What follows belongs to an exercise in optimizing a design on an open flow for small area, a short achievable clock period and few clock cycles per item; a production flow would make more cautious choices.
At most, simulation tests tie the RTL to the original design; equivalence was not proved.
Power figures rest on the tool's default switching activity, not on a simulated workload.

==> inputs of 06-14 <==
==> flow/design.v <==
module MIPS(
    input reset_n,
    input clk,
    output [31:0] imem_addr,
    input [31:0] imem_rdata,
    output [31:0] dmem_addr,
    output [31:0] dmem_wdata,
    output dmem_we,
    input [31:0] dmem_rdata
);
reg [29:0] pc;           
reg [31:0] ir;           
reg        xv;           
reg [29:0] xpc1;         
reg [31:0] m_res;        
reg [31:0] m_wd;         
reg        m_we;         
reg        m_ld;         
reg [4:0]  m_rd;         
reg [31:0] rf [1:31];
wire [29:0] pc1 = pc + 30'd1;
assign imem_addr = {pc, 2'b00};
wire f_jmp = (imem_rdata[31:27] == 5'b00001);       
wire [5:0] op = ir[31:26];
wire [5:0] fn = ir[5:0];
wire [4:0] rs = ir[25:21];
wire [4:0] rt = ir[20:16];
wire [4:0] rd = ir[15:11];
wire is_mem  = op[5];                                    
wire is_sw   = op[5] & op[3];
wire is_lw   = op[5] & ~op[3];
wire is_imm  = ~op[5] & op[3];                           
wire is_slti = is_imm & op[1];
wire is_br   = ~op[5] & ~op[3] & op[2];                  
wire is_jj   = ~op[5] & ~op[3] & ~op[2] & op[1];         
wire is_jal  = is_jj & op[0];
wire is_r    = ~op[5] & ~op[3] & ~op[2] & ~op[1];
wire is_jr   = is_r & (fn == 6'b001000);
wire r_log   = fn[2];                                    
wire r_slt   = fn[3];
wire r_sub   = fn[1] & ~fn[3];
wire uses_rt = is_r | is_br | is_sw;
wire uses_rs = ~is_jj;
reg [31:0] rfa, rfb;
integer i;
always @* begin
    rfa = 32'd0;
    rfb = 32'd0;
    for (i = 1; i < 32; i = i + 1) begin
        rfa = rfa | ({32{rs == i}} & rf[i]);
        rfb = rfb | ({32{rt == i}} & rf[i]);
    end
end
wire fwd_a = (m_rd == rs) & (m_rd != 5'd0);
wire fwd_b = (m_rd == rt) & (m_rd != 5'd0);
wire [31:0] a = fwd_a ? m_res : rfa;
wire [31:0] b = fwd_b ? m_res : rfb;
wire [31:0] imm = {{16{ir[15]}}, ir[15:0]};
wire [31:0] opb = (is_imm | is_mem) ? imm : b;
wire sub = is_slti | (is_r & (r_slt | r_sub | is_jr));
wire [32:0] sum = {1'b0, a} + {1'b0, sub ? ~opb : opb} + {32'd0, sub};
wire lt = ~sum[32];
reg [31:0] res;
always @* begin
    if (is_jal)
        res = {xpc1, 2'b00};
    else if (is_slti | (is_r & r_slt))
        res = {31'd0, lt};
    else if (is_r & r_log)
        res = fn[0] ? (a | b) : (a & b);
    else
        res = sum[31:0];
end
reg [4:0] dst;
always @* begin
    if (is_r & ~is_jr) dst = rd;
    else if (is_imm | is_lw) dst = rt;
    else if (is_jal) dst = 5'd31;
    else dst = 5'd0;
end
wire eq = (a == b);
wire taken = xv & ((is_br & (eq ^ op[0])) | is_jr);
wire [29:0] btarget = xpc1 + imm[29:0];
wire [29:0] target = is_jr ? sum[31:2] : btarget;
wire ld_hz = xv & m_ld & (m_rd != 5'd0) &
             ((uses_rs & (rs == m_rd)) | (uses_rt & (rt == m_rd)));
assign dmem_addr  = m_res;
assign dmem_wdata = m_wd;
assign dmem_we    = m_we;
wire [31:0] wb = m_ld ? dmem_rdata : m_res;
always @(posedge clk) begin
    if (!reset_n) begin
        pc   <= 30'd0;
        xv   <= 1'b0;
        m_we <= 1'b0;
        m_ld <= 1'b0;
        m_rd <= 5'd0;
    end else if (ld_hz) begin
        m_we <= 1'b0;
        m_ld <= 1'b0;
        m_rd <= 5'd0;
    end else begin
        m_we <= xv & is_sw;
        m_ld <= xv & is_lw;
        m_rd <= xv ? dst : 5'd0;
        xv   <= ~taken;
        pc   <= taken ? target : (f_jmp ? {pc1[29:26], imem_rdata[25:0]} : pc1);
    end
end
always @(posedge clk) begin
    if (!ld_hz) begin
        ir    <= imem_rdata;
        xpc1  <= pc1;
        m_res <= res;
        m_wd  <= b;
    end
end
genvar g;
generate
    for (g = 1; g < 32; g = g + 1) begin : regs
        always @(posedge clk) begin
            if (!reset_n || (m_rd == g))
                rf[g] <= reset_n ? wb : 32'd0;
        end
    end
endgenerate
endmodule
==> flow/run.sh <==
#!/bin/bash
# synth_recipe.tcl (not shown) runs the flow's synth.tcl, then flattens the netlist and writes it again
# the make line also repeats each setting of config.mk as NAME=value (left out here)
make -C /OpenROAD-flow-scripts/flow DESIGN_CONFIG=/design/flow/config.mk WORK_HOME=/design/flow/orfs CLKGATE_MAP_FILE= SYNTH_SCRIPT=/design/flow/synth_recipe.tcl finish
==> flow/config.mk <==
export PLATFORM = sky130hd
export DESIGN_NAME = MIPS
export DESIGN_NICKNAME = MIPS
export VERILOG_FILES = /design/flow/design.v
export SDC_FILE = /design/flow/constraint.sdc
export NUM_CORES = 4
export LEC_CHECK = 0
export ABC_CLOCK_PERIOD_IN_PS = 4000
export CAP_MARGIN = 20
export CORE_MARGIN = 2
export CORE_UTILIZATION = 35
export PLACE_DENSITY = 0.55
export SLEW_MARGIN = 20
==> flow/constraint.sdc <==
create_clock -name core_clock -period 14.0 [get_ports {clk}]
set_input_delay 2.8000 -clock core_clock [delete_from_list [all_inputs] [get_ports {clk}]]
set_output_delay 2.8000 -clock core_clock [all_outputs]
set_load 0.01 [all_outputs]
==> 09-12: changes against 06-14 <==
==> flow/design.v, changed modules only <==
module MIPS(
    input reset_n,
    input clk,
    output [31:0] imem_addr,
    input [31:0] imem_rdata,
    output [31:0] dmem_addr,
    output [31:0] dmem_wdata,
    output dmem_we,
    input [31:0] dmem_rdata
);
reg [29:0] pc;           
reg [31:0] ir;           
reg        xv;           
reg        xp;           
reg [31:0] opa, opb_r;   
reg        fa, fb;       
reg [31:0] m_res;        
reg [31:0] m_wd;         
reg        m_we;         
reg        m_ld;         
reg [4:0]  m_rd;         
reg [31:0] rf [1:31];
wire [4:0]  dst;         
wire        taken;       
wire [29:0] target;
wire        ld_hz;       
wire [31:0] wb;          
wire [29:0] pc1 = pc + 30'd1;
assign imem_addr = {pc, 2'b00};
wire [4:0] f_rs = imem_rdata[25:21];
wire [4:0] f_rt = imem_rdata[20:16];
wire f_jmp = (imem_rdata[31:27] == 5'b00001);       
wire f_jal = f_jmp & imem_rdata[26];
wire [31:0] f_ir = f_jal ? {imem_rdata[31:26], pc1[25:0]} : imem_rdata;
wire w31_busy = (xv & (dst == 5'd31)) | (m_rd == 5'd31);
wire f_jr31 = (imem_rdata[31:26] == 6'd0) & (f_rs == 5'd31) & (f_rt == 5'd0) &
              (imem_rdata[5:0] == 6'b001000) & ~w31_busy;
reg [31:0] rfa, rfb;
integer i;
always @* begin
    rfa = 32'd0;
    rfb = 32'd0;
    for (i = 1; i < 32; i = i + 1) begin
        rfa = rfa | ({32{f_rs == i}} & rf[i]);
        rfb = rfb | ({32{f_rt == i}} & rf[i]);
    end
end
wire fm_a = (m_rd != 5'd0) & (m_rd == f_rs);
wire fm_b = (m_rd != 5'd0) & (m_rd == f_rt);
wire fe_a = (dst != 5'd0) & (dst == f_rs);
wire fe_b = (dst != 5'd0) & (dst == f_rt);
wire [31:0] f_a = fm_a ? wb : rfa;
wire [31:0] f_b = fm_b ? wb : rfb;
wire [5:0] op = ir[31:26];
wire [5:0] fn = ir[5:0];
wire [4:0] rt = ir[20:16];
wire [4:0] rd = ir[15:11];
wire is_mem  = op[5];                                    
wire is_sw   = op[5] & op[3];
wire is_lw   = op[5] & ~op[3];
wire is_imm  = ~op[5] & op[3];                           
wire is_slti = is_imm & op[1];
wire is_br   = ~op[5] & ~op[3] & op[2];                  
wire is_jj   = ~op[5] & ~op[3] & ~op[2] & op[1];         
wire is_jal  = is_jj & op[0];
wire is_r    = ~op[5] & ~op[3] & ~op[2] & ~op[1];
wire is_jr   = is_r & (fn == 6'b001000);
wire r_log   = fn[2];                                    
wire r_slt   = fn[3];
wire r_sub   = fn[1] & ~fn[3];
wire uses_rt = is_r | is_br | is_sw;
wire uses_rs = ~is_jj;
wire [31:0] a = fa ? m_res : opa;
wire [31:0] b = fb ? m_res : opb_r;
wire [31:0] imm = {{16{ir[15]}}, ir[15:0]};
wire [31:0] opb = (is_imm | is_mem) ? imm : b;
wire sub = is_slti | (is_r & (r_slt | r_sub | is_jr));
wire [32:0] sum = {1'b0, a} + {1'b0, sub ? ~opb : opb} + {32'd0, sub};
wire lt = ~sum[32];
reg [31:0] res;
always @* begin
    if (is_jal)
        res = {pc[29:26], ir[25:0], 2'b00};
    else if (is_slti | (is_r & r_slt))
        res = {31'd0, lt};
    else if (is_r & r_log)
        res = fn[0] ? (a | b) : (a & b);
    else
        res = sum[31:0];
end
assign dst = ~xv ? 5'd0 :
             (is_r & ~is_jr) ? rd :
             (is_imm | is_lw) ? rt :
             is_jal ? 5'd31 : 5'd0;
wire eq = (a == b);
assign taken = xv & ((is_br & (eq ^ op[0])) | (is_jr & ~xp));
wire [29:0] btarget = pc + imm[29:0];
assign target = is_jr ? sum[31:2] : btarget;
assign ld_hz = xv & m_ld & ((uses_rs & fa) | (uses_rt & fb));
assign dmem_addr  = m_res;
assign dmem_wdata = m_wd;
assign dmem_we    = m_we;
assign wb = m_ld ? dmem_rdata : m_res;
always @(posedge clk) begin
    if (!reset_n) begin
        pc   <= 30'd0;
        xv   <= 1'b0;
        m_we <= 1'b0;
        m_ld <= 1'b0;
        m_rd <= 5'd0;
    end else if (ld_hz) begin
        m_we <= 1'b0;
        m_ld <= 1'b0;
        m_rd <= 5'd0;
    end else begin
        m_we <= xv & is_sw;
        m_ld <= xv & is_lw;
        m_rd <= dst;
        xv   <= ~taken;
        pc   <= taken ? target :
                f_jmp ? {pc1[29:26], imem_rdata[25:0]} :
                f_jr31 ? rf[31][31:2] : pc1;
    end
end
always @(posedge clk) begin
    if (ld_hz) begin
        if (fa) opa <= wb;
        if (fb) opb_r <= wb;
        fa <= 1'b0;
        fb <= 1'b0;
    end else begin
        ir    <= f_ir;
        xp    <= f_jr31;
        opa   <= f_a;
        opb_r <= f_b;
        fa    <= fe_a;
        fb    <= fe_b;
    end
end
always @(posedge clk) begin
    m_res <= res;
    m_wd  <= b;
end
genvar g;
generate
    for (g = 1; g < 32; g = g + 1) begin : regs
        always @(posedge clk) begin
            if (!reset_n || (m_rd == g))
                rf[g] <= reset_n ? wb : 32'd0;
        end
    end
endgenerate
endmodule
==> flow/flow/run.sh (new file) <==
#!/bin/bash
# Standard ORFS layout (the standard.sh, standard synthesis unchanged), with:
#  - sizing free to pick any footprint of a cell's function;
#  - port buffers made with buf_2 instead of a delay-buffer cell.
set -o pipefail
bash standard.sh SETUP_SLACK_MARGIN=9.6 TNS_END_PERCENT=100 MATCH_CELL_FOOTPRINT=0 \
    "BUFFER_PORTS_ARGS=-buffer_cell sky130_fd_sc_hd__buf_2" finish > make_finish.log 2>&1
==> flow/standard.sh (new file) <==
#!/bin/bash
# synth_recipe.tcl (not shown) runs the flow's synth.tcl, then flattens the netlist and writes it again
# the make line also repeats each setting of config.mk as NAME=value (left out here)
make -C /OpenROAD-flow-scripts/flow DESIGN_CONFIG=/design/flow/config.mk WORK_HOME=/design/flow/orfs CLKGATE_MAP_FILE= SYNTH_SCRIPT=/design/flow/synth_recipe.tcl "${@:-finish}"
- ABC_CLOCK_PERIOD_IN_PS: 4000 -> unset
- CTS_BUF_LIST: unset -> sky130_fd_sc_hd__clkbuf_4 sky130_fd_sc_hd__clkbuf_8
removed: flow/run.sh
==> 12-19: changes against 06-14 <==
==> flow/design.v, changed modules only <==
module MIPS(
    input reset_n,
    input clk,
    output [31:0] imem_addr,
    input [31:0] imem_rdata,
    output [31:0] dmem_addr,
    output [31:0] dmem_wdata,
    output dmem_we,
    input [31:0] dmem_rdata
);
reg [29:0] pc;           
reg [31:0] ir;           
reg        xv;           
reg        xp;           
reg [31:0] opa, opb_r;   
reg        fa, fb;       
reg [31:0] m_res;        
reg [31:0] m_wd;         
reg        m_we;         
reg        m_ld;         
reg [4:0]  m_rd;         
reg [31:0] rf [1:31];
wire [4:0]  dst;         
wire        taken;       
wire [29:0] target;
wire        ld_hz;       
wire [31:0] wb;          
wire [29:0] pc1 = pc + 30'd1;
assign imem_addr = {pc, 2'b00};
wire [4:0] f_rs = imem_rdata[25:21];
wire [4:0] f_rt = imem_rdata[20:16];
wire f_jmp = (imem_rdata[31:27] == 5'b00001);       
wire f_jal = f_jmp & imem_rdata[26];
wire [31:0] f_ir = f_jal ? {imem_rdata[31:26], pc1[25:0]} : imem_rdata;
wire w31_busy = (xv & (dst == 5'd31)) | (m_rd == 5'd31);
wire f_jr31 = (imem_rdata[31:26] == 6'd0) & (f_rs == 5'd31) & (f_rt == 5'd0) &
              (imem_rdata[5:0] == 6'b001000) & ~w31_busy;
reg [31:0] rfa, rfb;
integer i;
always @* begin
    rfa = 32'd0;
    rfb = 32'd0;
    for (i = 1; i < 32; i = i + 1) begin
        rfa = rfa | ({32{f_rs == i}} & rf[i]);
        rfb = rfb | ({32{f_rt == i}} & rf[i]);
    end
end
wire fm_a = (m_rd != 5'd0) & (m_rd == f_rs);
wire fm_b = (m_rd != 5'd0) & (m_rd == f_rt);
wire fe_a = (dst != 5'd0) & (dst == f_rs);
wire fe_b = (dst != 5'd0) & (dst == f_rt);
wire [31:0] f_a = fm_a ? wb : rfa;
wire [31:0] f_b = fm_b ? wb : rfb;
wire [5:0] op = ir[31:26];
wire [5:0] fn = ir[5:0];
wire [4:0] rt = ir[20:16];
wire [4:0] rd = ir[15:11];
wire is_mem  = op[5];                                    
wire is_sw   = op[5] & op[3];
wire is_lw   = op[5] & ~op[3];
wire is_imm  = ~op[5] & op[3];                           
wire is_slti = is_imm & op[1];
wire is_br   = ~op[5] & ~op[3] & op[2];                  
wire is_jj   = ~op[5] & ~op[3] & ~op[2] & op[1];         
wire is_jal  = is_jj & op[0];
wire is_r    = ~op[5] & ~op[3] & ~op[2] & ~op[1];
wire is_jr   = is_r & (fn == 6'b001000);
wire r_log   = fn[2];                                    
wire r_slt   = fn[3];
wire r_sub   = fn[1] & ~fn[3];
wire uses_rt = is_r | is_br | is_sw;
wire uses_rs = ~is_jj;
wire [31:0] a = fa ? m_res : opa;
wire [31:0] b = fb ? m_res : opb_r;
wire [31:0] imm = {{16{ir[15]}}, ir[15:0]};
wire [31:0] opb = (is_imm | is_mem) ? imm : b;
wire sub = is_slti | (is_r & (r_slt | r_sub | is_jr));
wire [32:0] sum = {1'b0, a} + {1'b0, sub ? ~opb : opb} + {32'd0, sub};
wire lt = ~sum[32];
reg [31:0] res;
always @* begin
    if (is_jal)
        res = {pc[29:26], ir[25:0], 2'b00};
    else if (is_slti | (is_r & r_slt))
        res = {31'd0, lt};
    else if (is_r & r_log)
        res = fn[0] ? (a | b) : (a & b);
    else
        res = sum[31:0];
end
assign dst = ~xv ? 5'd0 :
             (is_r & ~is_jr) ? rd :
             (is_imm | is_lw) ? rt :
             is_jal ? 5'd31 : 5'd0;
wire eq = (a == b);
assign taken = xv & ((is_br & (eq ^ op[0])) | (is_jr & ~xp));
wire [29:0] btarget = pc + imm[29:0];
assign target = is_jr ? sum[31:2] : btarget;
assign ld_hz = xv & m_ld & ((uses_rs & fa) | (uses_rt & fb));
assign dmem_addr  = m_res;
assign dmem_wdata = m_wd;
assign dmem_we    = m_we;
assign wb = m_ld ? dmem_rdata : m_res;
always @(posedge clk) begin
    if (!reset_n) begin
        pc   <= 30'd0;
        xv   <= 1'b0;
        m_we <= 1'b0;
        m_ld <= 1'b0;
        m_rd <= 5'd0;
    end else if (ld_hz) begin
        m_we <= 1'b0;
        m_ld <= 1'b0;
        m_rd <= 5'd0;
    end else begin
        m_we <= xv & is_sw;
        m_ld <= xv & is_lw;
        m_rd <= dst;
        xv   <= ~taken;
        pc   <= taken ? target :
                f_jmp ? {pc1[29:26], imem_rdata[25:0]} :
                f_jr31 ? rf[31][31:2] : pc1;
    end
end
always @(posedge clk) begin
    if (ld_hz) begin
        if (fa) opa <= wb;
        if (fb) opb_r <= wb;
        fa <= 1'b0;
        fb <= 1'b0;
    end else begin
        ir    <= f_ir;
        xp    <= f_jr31;
        opa   <= f_a;
        opb_r <= f_b;
        fa    <= fe_a;
        fb    <= fe_b;
    end
end
always @(posedge clk) begin
    m_res <= res;
    m_wd  <= b;
end
genvar g;
generate
    for (g = 1; g < 32; g = g + 1) begin : regs
        always @(posedge clk) begin
            if (!reset_n || (m_rd == g))
                rf[g] <= reset_n ? wb : 32'd0;
        end
    end
endgenerate
endmodule
==> flow/flow/run.sh (new file) <==
#!/bin/bash
# Standard ORFS layout (the standard.sh, standard synthesis unchanged), with:
#  - sizing free to pick any footprint of a cell's function;
#  - port buffers made with buf_2 instead of a delay-buffer cell.
set -o pipefail
bash standard.sh SETUP_SLACK_MARGIN=9.6 TNS_END_PERCENT=100 MATCH_CELL_FOOTPRINT=0 \
    "BUFFER_PORTS_ARGS=-buffer_cell sky130_fd_sc_hd__buf_2" finish > make_finish.log 2>&1
==> flow/standard.sh (new file) <==
#!/bin/bash
# synth_recipe.tcl (not shown) runs the flow's synth.tcl, then flattens the netlist and writes it again
# the make line also repeats each setting of config.mk as NAME=value (left out here)
make -C /OpenROAD-flow-scripts/flow DESIGN_CONFIG=/design/flow/config.mk WORK_HOME=/design/flow/orfs CLKGATE_MAP_FILE= SYNTH_SCRIPT=/design/flow/synth_recipe.tcl "${@:-finish}"
- ABC_CLOCK_PERIOD_IN_PS: 4000 -> unset
- CORE_UTILIZATION: 35 -> 50
- CTS_BUF_LIST: unset -> sky130_fd_sc_hd__clkbuf_4 sky130_fd_sc_hd__clkbuf_8
- PLACE_DENSITY: 0.55 -> 0.65
removed: flow/run.sh
==> 02-26: changes against 06-14 <==
--- a/flow/design.v
+++ b/flow/design.v
@@ -112,7 +112,9 @@
         ir    <= imem_rdata;
         xpc1  <= pc1;
-        m_res <= res;
-        m_wd  <= b;
     end
+end
+always @(posedge clk) begin
+    m_res <= res;
+    m_wd  <= b;
 end
 genvar g;
==> flow/flow/run.sh (new file) <==
#!/bin/bash
set -o pipefail
bash standard.sh SETUP_SLACK_MARGIN=9.5 TNS_END_PERCENT=100 finish > make_finish.log 2>&1
==> flow/standard.sh (new file) <==
#!/bin/bash
# synth_recipe.tcl (not shown) runs the flow's synth.tcl, then flattens the netlist and writes it again
# the make line also repeats each setting of config.mk as NAME=value (left out here)
make -C /OpenROAD-flow-scripts/flow DESIGN_CONFIG=/design/flow/config.mk WORK_HOME=/design/flow/orfs CLKGATE_MAP_FILE= SYNTH_SCRIPT=/design/flow/synth_recipe.tcl "${@:-finish}"
- ABC_CLOCK_PERIOD_IN_PS: 4000 -> unset
removed: flow/run.sh
==> summary.txt <==
quantity                                                                    02-26                       06-14                      09-12                      12-19
Peak supply drop                                                         0.114 mV                    0.125 mV                   0.108 mV                   0.109 mV
Signal buf overhead                                                         8.69%                       4.34%                      4.62%                      4.79%
Proportion of power drawn by the clock network                              30.5%                       32.2%                      28.9%                      29.7%
Count of mapped cells out of synthesis                                      4,288                       4,183                      4,428                      4,428
Net count reported at finish                                                4,893                       4,526                      4,893                      4,912
Clock sink total                                                            1,155                       1,155                      1,192                      1,192
GR Layer Usage met2                                                         47.3%                       46.0%                      50.0%                      66.5%
Routed length per instance                                           41.4 microns                41.4 microns               42.5 microns               44.7 microns
Detailed route wirelength on metal2                                        112 mm                      109 mm                     121 mm                     113 mm
Share of post-route cells with drive strength above 1                       21.7%                       11.3%                      22.2%                      22.2%
X dimension of the die                                                397 microns                 400 microns                405 microns                340 microns
Clock tree root buffer cell                            sky130_fd_sc_hd__clkbuf_16  sky130_fd_sc_hd__clkbuf_16  sky130_fd_sc_hd__clkbuf_8  sky130_fd_sc_hd__clkbuf_8
Category of the worst setup path launch point                           flip-flop                   flip-flop              primary input              primary input
Compound-Gate Fraction of Synth Area                                        19.3%                       20.4%                      20.5%                      20.5%
Count of fill cells added during filler insertion                          14,000                      14,400                     14,800                      8,857
Result of the run                                         complete, no violations     complete, no violations    complete, no violations    complete, no violations
Multi-input combinational cell area                                  21,600 sq um                19,900 sq um               22,200 sq um               22,200 sq um
Utilization after layout                                                    44.3%                       41.1%                      41.9%                      59.3%
H-tree depth reported by CTS                                                    3                           3                          4                          4
Sequential cell area fraction in the yosys report                           62.1%                       62.7%                      61.7%                      61.7%
Testbench counts of 06-14, summed over its fixed seeds: cycles 36,985, insns 32,772.
Testbench counts of 09-12, summed over its fixed seeds: cycles 36,086, insns 32,772.
Testbench counts of 12-19, summed over its fixed seeds: cycles 36,086, insns 32,772.
For 02-26, only the layout was checked, not whether the RTL still works.

afterwards: timing with drivers on the ports:
No port has a modelled driver above. Below, the same layouts with a new extraction and two added sets of constraints.
Step 1 (the two cells are an assumption about what drives the block):
set clk [get_ports {clk}]
set_driving_cell -lib_cell sky130_fd_sc_hd__clkbuf_16 $clk
set_driving_cell -lib_cell sky130_fd_sc_hd__buf_2 [delete_from_list [all_inputs] $clk]
Step 2 adds t to the input delays and takes it off the output delays; t is the mean of the earliest and latest rising clock arrival at the registers after step 1. Input paths then give back, and output paths get back, about the clock's delay inside the block.
Slacks: ideal / step 1 / step 2; pairs: ideal / step 1.
| run | shift t [ns] | setup slack, ns | clock arrival spread, ns | worst slew at a driven data input, ns | pins driven straight from the clock port |
|---|---|---|---|---|---|
| 06-14 | 0.844 | 6.094 / 6.094 / 6.094 | 0.074 / 0.073 | 0.06 | 1 |
| 09-12 | 1.010 | 9.367 / 9.321 / 8.311 | 0.068 / 0.068 | 0.21 | 1 |
| 12-19 | 0.982 | 9.422 / 9.324 / 8.342 | 0.072 / 0.072 | 0.17 | 1 |
| 02-26 | 0.829 | 8.184 / 8.184 / 8.184 | 0.077 / 0.077 | 0.09 | 1 |
After both steps setup and hold are still met in every run listed. For 12-19, which loses most, drivers alone change the setup slack by -0.098 ns; drivers and shift together by -1.080 ns.
